Background: an optimization exercise with open tools, aiming at small area and a short achievable clock period. Do not read the settings as production practice. Only simulation tests tie the RTL to the original design; equivalence was not proved. Power and IR drop assume default switching activity.

==> flow/design.v (outline; a module is shown in full before it is edited, if it fits) <==
// module mk_mac: 964 lines
module mk_mac(CLK,
	      RST_N,
	      put_inp_A_a,
	      EN_put_inp_A,
	      RDY_put_inp_A,
	      put_inp_B_b,
	      EN_put_inp_B,
	      RDY_put_inp_B,
	      put_inp_C_c,
	      EN_put_inp_C,
	      RDY_put_inp_C,
	      put_inp_sel_sel,
	      EN_put_inp_sel,
	      RDY_put_inp_sel,
	      get_mac_op,
	      RDY_get_mac_op);
  // ...
==> flow/flow/run.sh <==
#!/bin/bash
# Layout flow: the standard synthesis; then the combinational logic of its
# netlist is re-mapped by ABC with every flip-flop instance (name, cell type,
# connections) kept as it is, and the result is checked equivalent to the
# standard netlist (if the check fails, the standard netlist is used); then
# the standard layout steps, with faster port buffers and a tighter
# timing-repair target.  Each tool writes its own log here.
set -e
W=$(pwd)
ABC_D=9.0          # delay target (ps) for the gate sizing in ABC
bash standard.sh synth > synth.log 2>&1

RES=$(dirname "$(find "$W/orfs/results" -name 1_2_yosys.v | head -1)")
LOGD=$(dirname "$(find "$W/orfs/logs" -name 1_2_yosys.log | head -1)")
OBJ=$(dirname "$(find "$W/orfs/objects" -name abc.constr | head -1)")
LIB="$FLOW_HOME/platforms/$FLOW_PLATFORM/lib/sky130_fd_sc_hd__tt_025C_1v80.lib"
YOSYS=$(command -v yosys || echo "$FLOW_HOME/../tools/install/yosys/bin/yosys")
DU=$(grep -o -- '-dont_use [A-Za-z0-9_]*' "$LOGD/1_2_yosys.log" | sort -u | tr '\n' ' ')
KEEP="=sky130_fd_sc_hd__dfxtp_1 =sky130_fd_sc_hd__edfxtp_1 =sky130_fd_sc_hd__conb_1"
cp "$RES/1_2_yosys.v" "$W/std_netlist.v"

sed -e "s#@LIB@#$LIB#g" -e "s#@KEEP@#$KEEP#g" -e "s#@IN@#$W/std_netlist.v#g" \
    -e "s#@SCRIPT@#$W/flow/resyn.abc#g" -e "s#@DU@#$DU#g" -e "s#@CONSTR@#$OBJ/abc.constr#g" \
    -e "s#@D@#$ABC_D#g" -e "s#@OUT@#$W/resyn_netlist.v#g" flow/resyn.ys.in > resyn.ys
sed -e "s#@LIB@#$LIB#g" -e "s#@GOLD@#$W/std_netlist.v#g" -e "s#@GATE@#$W/resyn_netlist.v#g" \
    flow/equiv.ys.in > equiv.ys

if "$YOSYS" -l resyn.log resyn.ys > /dev/null 2>&1 &&
   "$YOSYS" -l equiv.log equiv.ys > /dev/null 2>&1 &&
   grep -q "Equivalence successfully proven" equiv.log; then
  cp "$W/resyn_netlist.v" "$RES/1_2_yosys.v"
  bash standard.sh synth > synth2.log 2>&1
else
  echo "re-mapping not used" > resyn_skipped.txt
fi

bash standard.sh "BUFFER_PORTS_ARGS=-buffer_cell sky130_fd_sc_hd__buf_2" SETUP_SLACK_MARGIN=6.2 finish > layout.log 2>&1
==> flow/flow/equiv.ys.in <==
# Equivalence of the re-mapped netlist with the standard one; the flip-flops
# pair up by instance name.
read_liberty -wb -ignore_miss_func @LIB@
read_verilog @GOLD@
rename mk_mac gold
read_verilog @GATE@
rename mk_mac gate
flatten -wb gold gate
opt_clean gold gate
async2sync
equiv_make gold gate equiv
hierarchy -top equiv
equiv_simple
equiv_status
==> flow/flow/resyn.abc <==
strash
&get -n
&st
&syn2
&dch -f
&nf
&put
buffer -c
upsize -c
dnsize -c
==> flow/flow/resyn.ys.in <==
# Re-map the combinational logic of the standard synthesis netlist, keeping
# every flip-flop instance (name, cell type and connections) as it is.
read_liberty -wb -ignore_miss_func @LIB@
setattr -mod -set keep_hierarchy 1 @KEEP@
read_verilog @IN@
hierarchy -top mk_mac
flatten -wb
opt -purge
abc -script @SCRIPT@ -liberty @LIB@ @DU@ -constr @CONSTR@ -D @D@
opt_clean -purge
hilomap -singleton -hicell sky130_fd_sc_hd__conb_1 HI -locell sky130_fd_sc_hd__conb_1 LO
insbuf -buf sky130_fd_sc_hd__buf_4 A X
splitnets
opt_clean -purge
stat -liberty @LIB@
write_verilog -noattr -noexpr -nohex -nodec @OUT@
==> flow/standard.sh <==
#!/bin/bash
# synth_recipe.tcl (not shown) runs the flow's synth.tcl, then flattens the netlist and writes it again
# the make line also repeats each setting of config.mk as NAME=value (left out here)
make -C /OpenROAD-flow-scripts/flow DESIGN_CONFIG=/design/flow/config.mk WORK_HOME=/design/flow/orfs CLKGATE_MAP_FILE= SYNTH_SCRIPT=/design/flow/synth_recipe.tcl "${@:-finish}"
==> flow/config.mk <==
export PLATFORM = sky130hd
export DESIGN_NAME = mk_mac
export DESIGN_NICKNAME = mk_mac
export VERILOG_FILES = /design/flow/design.v
export SDC_FILE = /design/flow/constraint.sdc
export NUM_CORES = 8
export LEC_CHECK = 0
export ABC_AREA = 1
export CAP_MARGIN = 0
export CORE_MARGIN = 2
export CORE_UTILIZATION = 65
export CTS_CLUSTER_DIAMETER = 100
export CTS_CLUSTER_SIZE = 30
export PLACE_DENSITY = 0.75
export SLEW_MARGIN = 0
==> flow/constraint.sdc <==
create_clock -name core_clock -period 9.0 [get_ports {CLK}]
set_input_delay 1.8000 -clock core_clock [delete_from_list [all_inputs] [get_ports {CLK}]]
set_output_delay 1.8000 -clock core_clock [all_outputs]
set_load 0.01 [all_outputs]
==> run_summary.xml, run 1 <==
<?xml version="1.0" encoding="UTF-8"?>
<metrics>
  <group name="cts">
    <metric name="number_of_buffers_inserted_during_clock_tree_synthesis" unit="">25</metric>
    <metric name="cts-htree-levels" unit="">1</metric>
    <metric name="cts-root-buf" unit="">clkbuf_16</metric>
    <metric name="cts.repair_timing.setup_buffer_count" unit="">40</metric>
  </group>
  <group name="hold_path">
    <metric name="startpoint_of_the_most_critical_hold_path" unit="">t8[13]</metric>
    <metric name="holdCritPathClass" unit="">flop to flop</metric>
    <metric name="hold_path_depth" unit="">0</metric>
  </group>
  <group name="drt">
    <metric name="route.detailed.wl_per_inst" unit="um">17.69</metric>
    <metric name="route.met2.wl" unit="um">24030</metric>
    <metric name="drc_errors" unit="">0</metric>
    <metric name="highest_layer" unit="">met4</metric>
  </group>
  <group name="critical_path">
    <metric name="critPathLaunch" unit="">i8_ch[0]</metric>
    <metric name="path_delay_family" unit="">simple AND/OR/NAND/NOR gates</metric>
    <metric name="cp_cell_sequence" unit="">nor4_4 &gt; nand2_2 &gt; or3_4 &gt; or3_4 &gt; or3_4 &gt; or3_4 &gt; mux2i_2 &gt; xnor2_1 &gt; a21oi_1</metric>
    <metric name="worst_path_largest_cell_delay" unit="ps">440</metric>
    <metric name="critPathKind" unit="">flop to flop</metric>
    <metric name="rr_endpoint" unit="">rg_out[31]</metric>
    <metric name="critical_path.slowest_cell" unit="">edfxtp_1</metric>
    <metric name="worst_ep_required_time" unit="ps">9450</metric>
  </group>
  <group name="global_route">
    <metric name="antenna_found_initial" unit="">0</metric>
    <metric name="grt_use_met3" unit="">0.03200</metric>
    <metric name="met1_usage" unit="">0.3499</metric>
  </group>
  <group name="power_and_ir_drop">
    <metric name="comb_power_share" unit="">0.338</metric>
    <metric name="maxPowerGroup" unit="">sequential cells</metric>
    <metric name="cellLeakagePower" unit="uW">0.01081</metric>
    <metric name="power_clock" unit="uW">1350</metric>
  </group>
  <group name="outcome">
    <metric name="status" unit="">finished clean</metric>
  </group>
  <group name="place">
    <metric name="worst_slack_placed" unit="ps">5571</metric>
    <metric name="post-place-cells" unit="">2795</metric>
  </group>
  <group name="final_layout">
    <metric name="nonClkBufAreaFrac" unit="">0.04581</metric>
    <metric name="final_util" unit="">0.7296</metric>
    <metric name="layout.cells.most_common_list" unit="">dfxtp_1 (509), nor2_1 (232), nand2_1 (203), xnor2_1 (151), xor2_1 (125)</metric>
    <metric name="final_net_count" unit="">2488</metric>
    <metric name="commonest_non_fill_non_tap_cell_in_the_layout" unit="">dfxtp_1</metric>
    <metric name="fillCellCount" unit="">2634</metric>
    <metric name="area_dominant_class" unit="">registers</metric>
  </group>
  <group name="yosys">
    <metric name="syn_avg_cell_area" unit="sq um">10.53</metric>
  </group>
  <group name="die">
    <metric name="floorplan.rows" unit="">70</metric>
    <metric name="dieHeight" unit="um">196.9</metric>
    <metric name="starting_density_of_the_core" unit="">0.6607</metric>
  </group>
  <group name="sta">
    <metric name="fin_crit_sh" unit="">0.3223</metric>
    <metric name="finalSetupTns" unit="ps">0</metric>
    <metric name="worstMarginPinSlew" unit="ps">1031</metric>
  </group>
</metrics>
==> inputs of run 2 (changes only) <==
==> flow/flow/resyn.abc (replaced) <==
strash
&get -n
&st
&dch -f
&nf
&st
&dch -f
&nf
&put
buffer -c
upsize -c
dnsize -c
--- a/flow/config.mk
+++ b/flow/config.mk
@@ -5,7 +5,7 @@
 export SDC_FILE = /design/flow/constraint.sdc
 export NUM_CORES = 8
 export LEC_CHECK = 0
-export ABC_AREA = 1
+export ABC_AREA = 0
 export CAP_MARGIN = 0
 export CORE_MARGIN = 2
 export CORE_UTILIZATION = 65
==> run 2 against run 1 <==
Still clean on timing, DRC and antenna. Critical path depth grew 2. Worst setup slack lost 170 ps. Combinational power shrank 11%. Cell count shrank 2.4%. Area after synthesis shrank 1.8%. Wire length grew 0.56%. Via count shrank 0.93%. Register-to-register slack lost 170 ps. Non-clock buffer count shrank 33. Synthesized cell count shrank 1.8%. Clock power is essentially flat. Largest cell class unchanged.
==> run_summary.xml, run 2 <==
<?xml version="1.0" encoding="UTF-8"?>
<metrics>
  <group name="drt">
    <metric name="drc_errors" unit="">0</metric>
    <metric name="drtIter0Drc" unit="">856</metric>
    <metric name="routed_wirelength" unit="um">51560</metric>
    <metric name="antenna_violating_nets_post_route" unit="">0</metric>
    <metric name="route.detailed.wl_per_inst" unit="um">18.24</metric>
    <metric name="vias_per_cell" unit="">5.620</metric>
    <metric name="via_count" unit="">15888</metric>
    <metric name="drtPass1Iterations" unit="">5</metric>
  </group>
  <group name="final_layout">
    <metric name="flow.area_growth_from_synthesis" unit="%">9.678</metric>
    <metric name="commonest_non_fill_non_tap_cell_in_the_layout" unit="">dfxtp_1</metric>
    <metric name="final_net_count" unit="">2419</metric>
    <metric name="fin_area" unit="sq um">26060</metric>
    <metric name="finish.cell_count_without_fillers" unit="">2827</metric>
    <metric name="layout.cells.most_common_list" unit="">dfxtp_1 (513), nor2_1 (190), nand2_1 (189), xnor2_1 (146), a21oi_1 (109)</metric>
    <metric name="diodes" unit="">0</metric>
    <metric name="drive_gt1_frac" unit="">0.1407</metric>
  </group>
  <group name="global_route">
    <metric name="globalRouteMet2Util" unit="">0.4692</metric>
    <metric name="grt.overflow.total" unit="">0</metric>
    <metric name="first_pass_grt_wire_length" unit="um">79450</metric>
    <metric name="antenna_found_initial" unit="">0</metric>
    <metric name="first_global_vias" unit="">15148</metric>
    <metric name="top_usage_layer" unit="">met2</metric>
    <metric name="grt_start_max_net_pins" unit="">45</metric>
    <metric name="globalRouteTotalUtil" unit="">0.2654</metric>
    <metric name="met1_usage" unit="">0.3421</metric>
    <metric name="grt_use_met3" unit="">0.02884</metric>
  </group>
  <group name="sta">
    <metric name="finalSetupTns" unit="ps">0</metric>
    <metric name="final-max-slew-violation-count" unit="">0</metric>
    <metric name="skew" unit="ps">15.10</metric>
    <metric name="timing.final.crit_period" unit="ps">3072</metric>
    <metric name="setup_viol" unit="">0</metric>
    <metric name="worstMarginPinSlew" unit="ps">1129</metric>
    <metric name="rsz0062_at_grt" unit="">true</metric>
    <metric name="fin_crit_sh" unit="">0.3413</metric>
    <metric name="timing_hold_violations_final" unit="">0</metric>
    <metric name="clock.fmax" unit="MHz">325.6</metric>
    <metric name="worst_hold_margin" unit="ps">329.1</metric>
    <metric name="timing.slew.headroom" unit="">0.2463</metric>
  </group>
  <group name="critical_path">
    <metric name="critical_path.slowest_cell" unit="">edfxtp_1</metric>
    <metric name="critPathCaptureType" unit="">flop</metric>
    <metric name="critical_path_arrival" unit="ps">3520</metric>
    <metric name="worstReg2RegStart" unit="">rg_A[7]</metric>
    <metric name="rr_endpoint" unit="">t0_e[5]</metric>
    <metric name="sort_of_element_at_the_start_of_the_critical_path" unit="">flop</metric>
    <metric name="path_delay_family" unit="">adder cells</metric>
    <metric name="cp.buffers_inverters" unit="">0</metric>
    <metric name="critPathKind" unit="">flop to flop</metric>
    <metric name="r2r.worst_path.cells" unit="">11</metric>
    <metric name="worst_path_largest_cell_delay" unit="ps">460</metric>
    <metric name="cp_cell_sequence" unit="">nor2_4 &gt; a21oi_2 &gt; maj3_2 &gt; maj3_2 &gt; maj3_2 &gt; maj3_2 &gt; maj3_2 &gt; xnor2_4 &gt; nor3_2 &gt; a21oi_4 &gt; o21ai_1</metric>
    <metric name="timing.reg2reg.setup_slack" unit="ps">5930</metric>
    <metric name="cp_max_fo" unit="">7</metric>
    <metric name="critical-path-top-cell-by-count" unit="">maj3_2</metric>
    <metric name="worst_ep_required_time" unit="ps">9450</metric>
  </group>
  <group name="outcome">
    <metric name="status" unit="">finished clean</metric>
  </group>
  <group name="place">
    <metric name="place_hpwl" unit="um">38240</metric>
    <metric name="port-buffer-count" unit="">102</metric>
    <metric name="place_area" unit="sq um">24650</metric>
    <metric name="gp_routability_congestion" unit="">0.9088</metric>
    <metric name="post-place-cells" unit="">2758</metric>
  </group>
  <group name="cts">
    <metric name="cts.clk_slew.worst_paths" unit="ps">110</metric>
    <metric name="tritoncts" unit="">yes</metric>
    <metric name="clock_sink_count" unit="">644</metric>
    <metric name="number_of_buffers_inserted_during_clock_tree_synthesis" unit="">25</metric>
    <metric name="cts_hold_buffers" unit="">0</metric>
    <metric name="clock_tree.buffer_depth" unit="">3</metric>
    <metric name="cts-htree-levels" unit="">1</metric>
    <metric name="insertion_delay_of_the_later_clocked_pin_in_the_worst_skew_pair" unit="ps">590</metric>
    <metric name="cts-root-buf" unit="">clkbuf_16</metric>
  </group>
  <group name="power_and_ir_drop">
    <metric name="pwr_density_cell" unit="nW/um^2">306.1</metric>
    <metric name="worst_ir_drop_vdd" unit="mV">0.1913</metric>
    <metric name="cellLeakagePower" unit="uW">0.01039</metric>
  </group>
  <group name="hold_path">
    <metric name="hold_path_depth" unit="">0</metric>
    <metric name="holdCritPathClass" unit="">flop to flop</metric>
    <metric name="startpoint_of_the_most_critical_hold_path" unit="">t5_e[3]</metric>
    <metric name="min_delay_worst_endpoint" unit="">t6_e[3]</metric>
  </group>
  <group name="die">
    <metric name="design.core.area" unit="sq um">36260</metric>
    <metric name="floorplan.rows" unit="">70</metric>
    <metric name="dieHeight" unit="um">195.2</metric>
    <metric name="die-width" unit="um">195.2</metric>
    <metric name="area_of_the_die" unit="sq um">38100</metric>
    <metric name="design.portCount" unit="">108</metric>
    <metric name="starting_density_of_the_core" unit="">0.6553</metric>
  </group>
  <group name="run">
    <metric name="max_cap_viol_count" unit="">0</metric>
  </group>
  <group name="yosys">
    <metric name="syn_area" unit="sq um">23760</metric>
    <metric name="ys.warnings.count" unit="">1</metric>
    <metric name="syn_avg_cell_area" unit="sq um">10.53</metric>
    <metric name="synthCells" unit="">2256</metric>
  </group>
</metrics>
## run 2: cell count changes in the layout (fill, tap and decap cells not counted), sizes merged, moves of 19 or more
| cell | delta |
|---|---|
| mux2 | +20 |
| buf | -34 |
| xor2 | -32 |
| mux2i | -21 |
| nor3 | +19 |
| nor2 | -40 |
## run 2: area by class of cell
type,count,area [sq um]
Clock buffer,35,663.1
Clock inverter,3,63.81
Fill cell,2623,10200
Inverter,56,210.2
Multi-Input combinational cell,1479,9652
Sequential cell,644,13920
Tap cell,468,585.6
Timing Repair Buffer,142,967.2
## run 2: report_power, final
part / internal (uW) / leakage [uW] / switching (uW)
clock network: 566 / 0.000354 / 811
registers: 3570 / 0.00553 / 548
logic: 1120 / 0.00451 / 1350
total: 5260 / 0.0104 / 2710
## run 2: worst reg2reg max path: stages (launching register included)
cell      delay (ps)
edfxtp_1         460
nor2_4           160
a21oi_2           80
maj3_2           320
maj3_2           320
maj3_2           310
maj3_2           320
maj3_2           360
xnor2_4          230
nor3_2            90
a21oi_4          200
o21ai_1           90
## run 2: per-layer routing
layer | wire [um] | part of all wire
met5 | 0 | 0
met4 | 1725 | 0.033
met3 | 2211 | 0.043
met2 | 25490 | 0.49
met1 | 22130 | 0.43
## run 2: repair_timing
item / CTS / global route
gates resized for setup: 57 / 64
endpoints found under the setup margin: 71 / 85
buffers inserted: 15 / 16
hold endpoints to repair: 0 / 0
pin swaps: 8 / 22
gates cloned: 0 / 0
## run 2: worst max path at each step
stage	cells past startpoint	start	end
2_1_floorplan	11	rg_A[7]	t0_e[1]
3_3_place_gp	11	t4_sub	t5_m[27]
3_5_place_dp	11	t4_sub	t5_m[27]
4_1_cts	11	rg_B[7]	t0_e[3]
5_1_grt	11	rg_A[7]	t0_e[5]
6_report	11	rg_A[7]	t0_e[5]
## run 2: through the flow
step	setup WS, ps	utilization	total power, uW
2_1_floorplan	6061	-	5802
3_3_place_gp	5875	0.6799	6399
3_5_place_dp	5819	0.6799	6470
4_1_cts	5980	0.7097	7886
5_1_grt	5779	0.7187	8444
6_report	5928	0.7187	7978
==> inputs of run 3 (changes only) <==
==> flow/flow/resyn.abc (replaced) <==
strash
&get -n
&st
&syn2
&dch -f
&nf
&st
&mfs
&nf
&put
buffer -c
upsize -c
dnsize -c
==> run 3 against run 2 <==
Area after synthesis is 1.5% higher. Clock-buffer cell count rose by 2. Die area up 1.5%. Maximum frequency increased by 5.2%. Wire length decreased by 3.3%. Via count shrank 0.16%. Cell count decreased by 0.64%. Critical path depth down 2. Synthesized cell count decreased by 1.9%. Largest cell class unchanged. Register-to-register slack gained 150 ps. Still clean. Combinational power grew 7%. Cell area is 1.5% higher. Largest power group unchanged.
==> run_summary.xml, run 3 <==
<?xml version="1.0" encoding="UTF-8"?>
<metrics>
  <group name="outcome">
    <metric name="status" unit="">finished clean</metric>
  </group>
  <group name="critical_path">
    <metric name="rr_endpoint" unit="">rg_out[30]</metric>
    <metric name="worst_ep_required_time" unit="ps">9520</metric>
    <metric name="critical_path.slowest_cell" unit="">or4_4</metric>
    <metric name="critPathCaptureType" unit="">flop</metric>
    <metric name="worstReg2RegStart" unit="">i8_q[0]</metric>
    <metric name="cp.depth" unit="">9</metric>
    <metric name="timing.reg2reg.setup_slack" unit="ps">6080</metric>
    <metric name="cp.buffers_inverters" unit="">0</metric>
    <metric name="critical-path-top-cell-by-count" unit="">or4_4</metric>
    <metric name="critPathLaunch" unit="">i8_q[0]</metric>
    <metric name="cp_cell_sequence" unit="">or4_4 &gt; nor4_4 &gt; nand2b_2 &gt; or4_4 &gt; or4_4 &gt; nor3_4 &gt; a21oi_2 &gt; or2_0 &gt; a31oi_1</metric>
    <metric name="critPathKind" unit="">flop to flop</metric>
    <metric name="worst_path_largest_cell_delay" unit="ps">560</metric>
    <metric name="r2r.worst_path.cells" unit="">9</metric>
    <metric name="sort_of_element_at_the_start_of_the_critical_path" unit="">flop</metric>
    <metric name="critical_path_arrival" unit="ps">3440</metric>
    <metric name="critPathCapture" unit="">rg_out[30]</metric>
    <metric name="cp_max_fo" unit="">3</metric>
    <metric name="path_delay_family" unit="">simple AND/OR/NAND/NOR gates</metric>
  </group>
  <group name="sta">
    <metric name="setup_viol" unit="">0</metric>
    <metric name="skew" unit="ps">29.57</metric>
    <metric name="finalSetupTns" unit="ps">0</metric>
    <metric name="clock.fmax" unit="MHz">342.5</metric>
    <metric name="timing_hold_violations_final" unit="">0</metric>
    <metric name="timing.final.crit_period" unit="ps">2920</metric>
    <metric name="timing.slew.headroom" unit="">0.2846</metric>
    <metric name="rsz0062_at_grt" unit="">true</metric>
    <metric name="final-max-slew-violation-count" unit="">0</metric>
    <metric name="fin_crit_sh" unit="">0.3244</metric>
    <metric name="worstMarginPinSlew" unit="ps">1071</metric>
  </group>
  <group name="power_and_ir_drop">
    <metric name="switchingPower" unit="uW">2752</metric>
    <metric name="worst_ir_drop_vdd" unit="mV">0.2291</metric>
    <metric name="cellLeakagePower" unit="uW">0.01037</metric>
    <metric name="pwr_density_cell" unit="nW/um^2">308.2</metric>
    <metric name="clock_power_share" unit="">0.164</metric>
    <metric name="p_seq_frac" unit="">0.509</metric>
    <metric name="power.switching_fraction" unit="">0.3376</metric>
    <metric name="comb_power_share" unit="">0.327</metric>
    <metric name="cellInternalPower" unit="uW">5401</metric>
  </group>
  <group name="drt">
    <metric name="drc_errors" unit="">0</metric>
    <metric name="via_count" unit="">15862</metric>
    <metric name="drtIter0Drc" unit="">978</metric>
    <metric name="routed_wirelength" unit="um">49840</metric>
    <metric name="drtPass1Iterations" unit="">7</metric>
    <metric name="antenna_violating_nets_post_route" unit="">0</metric>
    <metric name="vias_per_cell" unit="">5.647</metric>
    <metric name="route.detailed.wl_per_inst" unit="um">17.74</metric>
  </group>
  <group name="run">
    <metric name="max_cap_viol_count" unit="">0</metric>
  </group>
  <group name="die">
    <metric name="dieHeight" unit="um">196.6</metric>
    <metric name="design.portCount" unit="">108</metric>
    <metric name="die-width" unit="um">196.6</metric>
    <metric name="design.core.area" unit="sq um">36610</metric>
    <metric name="area_of_the_die" unit="sq um">38660</metric>
    <metric name="floorplan.rows" unit="">70</metric>
    <metric name="starting_density_of_the_core" unit="">0.6588</metric>
  </group>
  <group name="cts">
    <metric name="clock_sink_count" unit="">644</metric>
    <metric name="number_of_buffers_inserted_during_clock_tree_synthesis" unit="">25</metric>
    <metric name="cts.clk_slew.worst_paths" unit="ps">110</metric>
    <metric name="insertion_delay_of_the_later_clocked_pin_in_the_worst_skew_pair" unit="ps">600</metric>
    <metric name="clock_tree.buffer_depth" unit="">3</metric>
    <metric name="cts-htree-levels" unit="">1</metric>
    <metric name="cts-root-buf" unit="">clkbuf_16</metric>
    <metric name="tritoncts" unit="">yes</metric>
  </group>
  <group name="global_route">
    <metric name="grt_start_max_net_pins" unit="">50</metric>
    <metric name="first_global_vias" unit="">15055</metric>
    <metric name="first_pass_grt_wire_length" unit="um">77550</metric>
    <metric name="grt.overflow.total" unit="">0</metric>
    <metric name="antenna_found_initial" unit="">2</metric>
    <metric name="globalRouteTotalUtil" unit="">0.2531</metric>
  </group>
  <group name="final_layout">
    <metric name="final_net_count" unit="">2397</metric>
    <metric name="multi_input_area" unit="sq um">9925</metric>
    <metric name="layout.cells.most_common_list" unit="">dfxtp_1 (516), nand2_1 (188), xnor2_1 (167), nor2_1 (164), edfxtp_1 (98)</metric>
    <metric name="commonest_non_fill_non_tap_cell_in_the_layout" unit="">dfxtp_1</metric>
    <metric name="seqCellArea" unit="sq um">13920</metric>
    <metric name="flow.area_growth_from_synthesis" unit="%">9.665</metric>
    <metric name="drive_gt1_frac" unit="">0.1518</metric>
    <metric name="final_util" unit="">0.7225</metric>
    <metric name="fillCellCount" unit="">2609</metric>
  </group>
  <group name="hold_path">
    <metric name="holdCritPathClass" unit="">flop to flop</metric>
  </group>
  <group name="yosys">
    <metric name="ys.warnings.count" unit="">1</metric>
    <metric name="syn_area" unit="sq um">24120</metric>
    <metric name="syn_avg_cell_area" unit="sq um">10.90</metric>
    <metric name="synthCells" unit="">2213</metric>
  </group>
  <group name="place">
    <metric name="gp_routability_congestion" unit="">0.9280</metric>
    <metric name="port-buffer-count" unit="">102</metric>
    <metric name="place_hpwl" unit="um">36420</metric>
  </group>
</metrics>
## run 3: cell count changes in the layout (fill, tap and decap cells not counted), moves of 15 or more
cell	before	now
a21oi_1	109	73
nor2_1	190	164
maj3_1	18	35
o21ai_0	99	84
xor2_1	95	80
buf_4	38	59
xnor2_1	146	167
## run 3: cell type report
| type | instances | area share |
|---|---|---|
| flip-flops and latches | 644 | 0.5261 |
| multi-input cells | 1435 | 0.3752 |
| repair buffers | 164 | 0.04205 |
| clock buffers | 37 | 0.02535 |
| well taps | 468 | 0.02214 |
| inverters | 56 | 0.007947 |
| clock inverters | 3 | 0.0009934 |
| diodes | 2 | 0.0001892 |
## run 3: how the worst min path moves through the flow
stage                        start  endpoint  slack [ps]  cells after the start
after floorplan              t9[0]    t10[0]         310                      0
after global placement        t0_s      t1_s         310                      0
after detailed placement     t8[9]     t9[9]         310                      0
after CTS                  t1_c[3]   t2_c[3]         330                      0
after global routing       t0_c[0]   t1_c[0]         340                      0
final                     t1_c[14]  t2_c[14]         330                      0
## run 3: timing repair
item,in CTS,in global routing
buffers inserted,30,22
pin swaps,30,22
endpoints found under the setup margin,105,113
gates resized for setup,54,46
hold buffers,0,0
## run 3: worst register-to-register path, delay by kind of cell, from the launching register on
family	cells	cell delay [ps]
flip-flops	1	450
AO/OA/AOI/OAI	2	220
AND/OR/NAND/NOR	7	2170
## run 3: routing by layer
layer,routed length [um],GRT usage
met1,21230,0.3233
met2,24330,0.4441
met3,2169,0.02481
met4,2106,0.1033
met5,0,0
## run 3: per-stage QoR
stage / std cells / instance area, sq um / hold slack, ps / setup WS (ps) / power [uW]
detailed placement: 2715 / 25000 / 312.1 / 5816 / 6676
global placement: 2715 / 25000 / 309.8 / 5870 / 6607
CTS: 2785 / 26130 / 330.0 / 6018 / 8077
finish: 2809 / 26450 / 332.9 / 6080 / 8153
global route: 2807 / 26450 / 338.7 / 5984 / 8621
floorplan: 2217 / 24140 / 309.6 / 6188 / 6008
## run 3: power by group through the flow
stage / Combinational, uW / Clock [uW] / Sequential (uW)
2_1_floorplan: 2030 / 0 / 3980
3_3_place_gp: 2440 / 0 / 4170
3_5_place_dp: 2470 / 0 / 4200
4_1_cts: 2560 / 1370 / 4140
5_1_grt: 2910 / 1480 / 4230
6_report: 2660 / 1340 / 4150

-- separate check: timing with driven ports --
How much do the figures lean on ideal ports? The routed layouts below were timed once more, with nothing changed but the port constraints. Step 1 (the two cells are an assumption about what drives the block):
set clk [get_ports {CLK}]
set_driving_cell -lib_cell sky130_fd_sc_hd__clkbuf_16 $clk
set_driving_cell -lib_cell sky130_fd_sc_hd__buf_2 [delete_from_list [all_inputs] $clk]
Step 2 times the ports against the registers' clock, not the clock port: input delays grow and output delays shrink by t, the midpoint of the rising clock arrivals with the driver on. Slacks: no drivers / after step 1 / after step 2; pairs: no drivers / after step 1.
| run | t (ns) | setup WS [ns] | worst setup path at the end |
|---|---|---|---|
| run 1 | 0.637 | 6.099 / 6.083 / 6.099 | register to register |
| run 2 | 0.635 | 5.928 / 5.928 / 5.928 | register to register |
| run 3 | 0.633 | 6.080 / 6.080 / 6.080 | register to register |
After both steps every run listed still meets setup and hold.
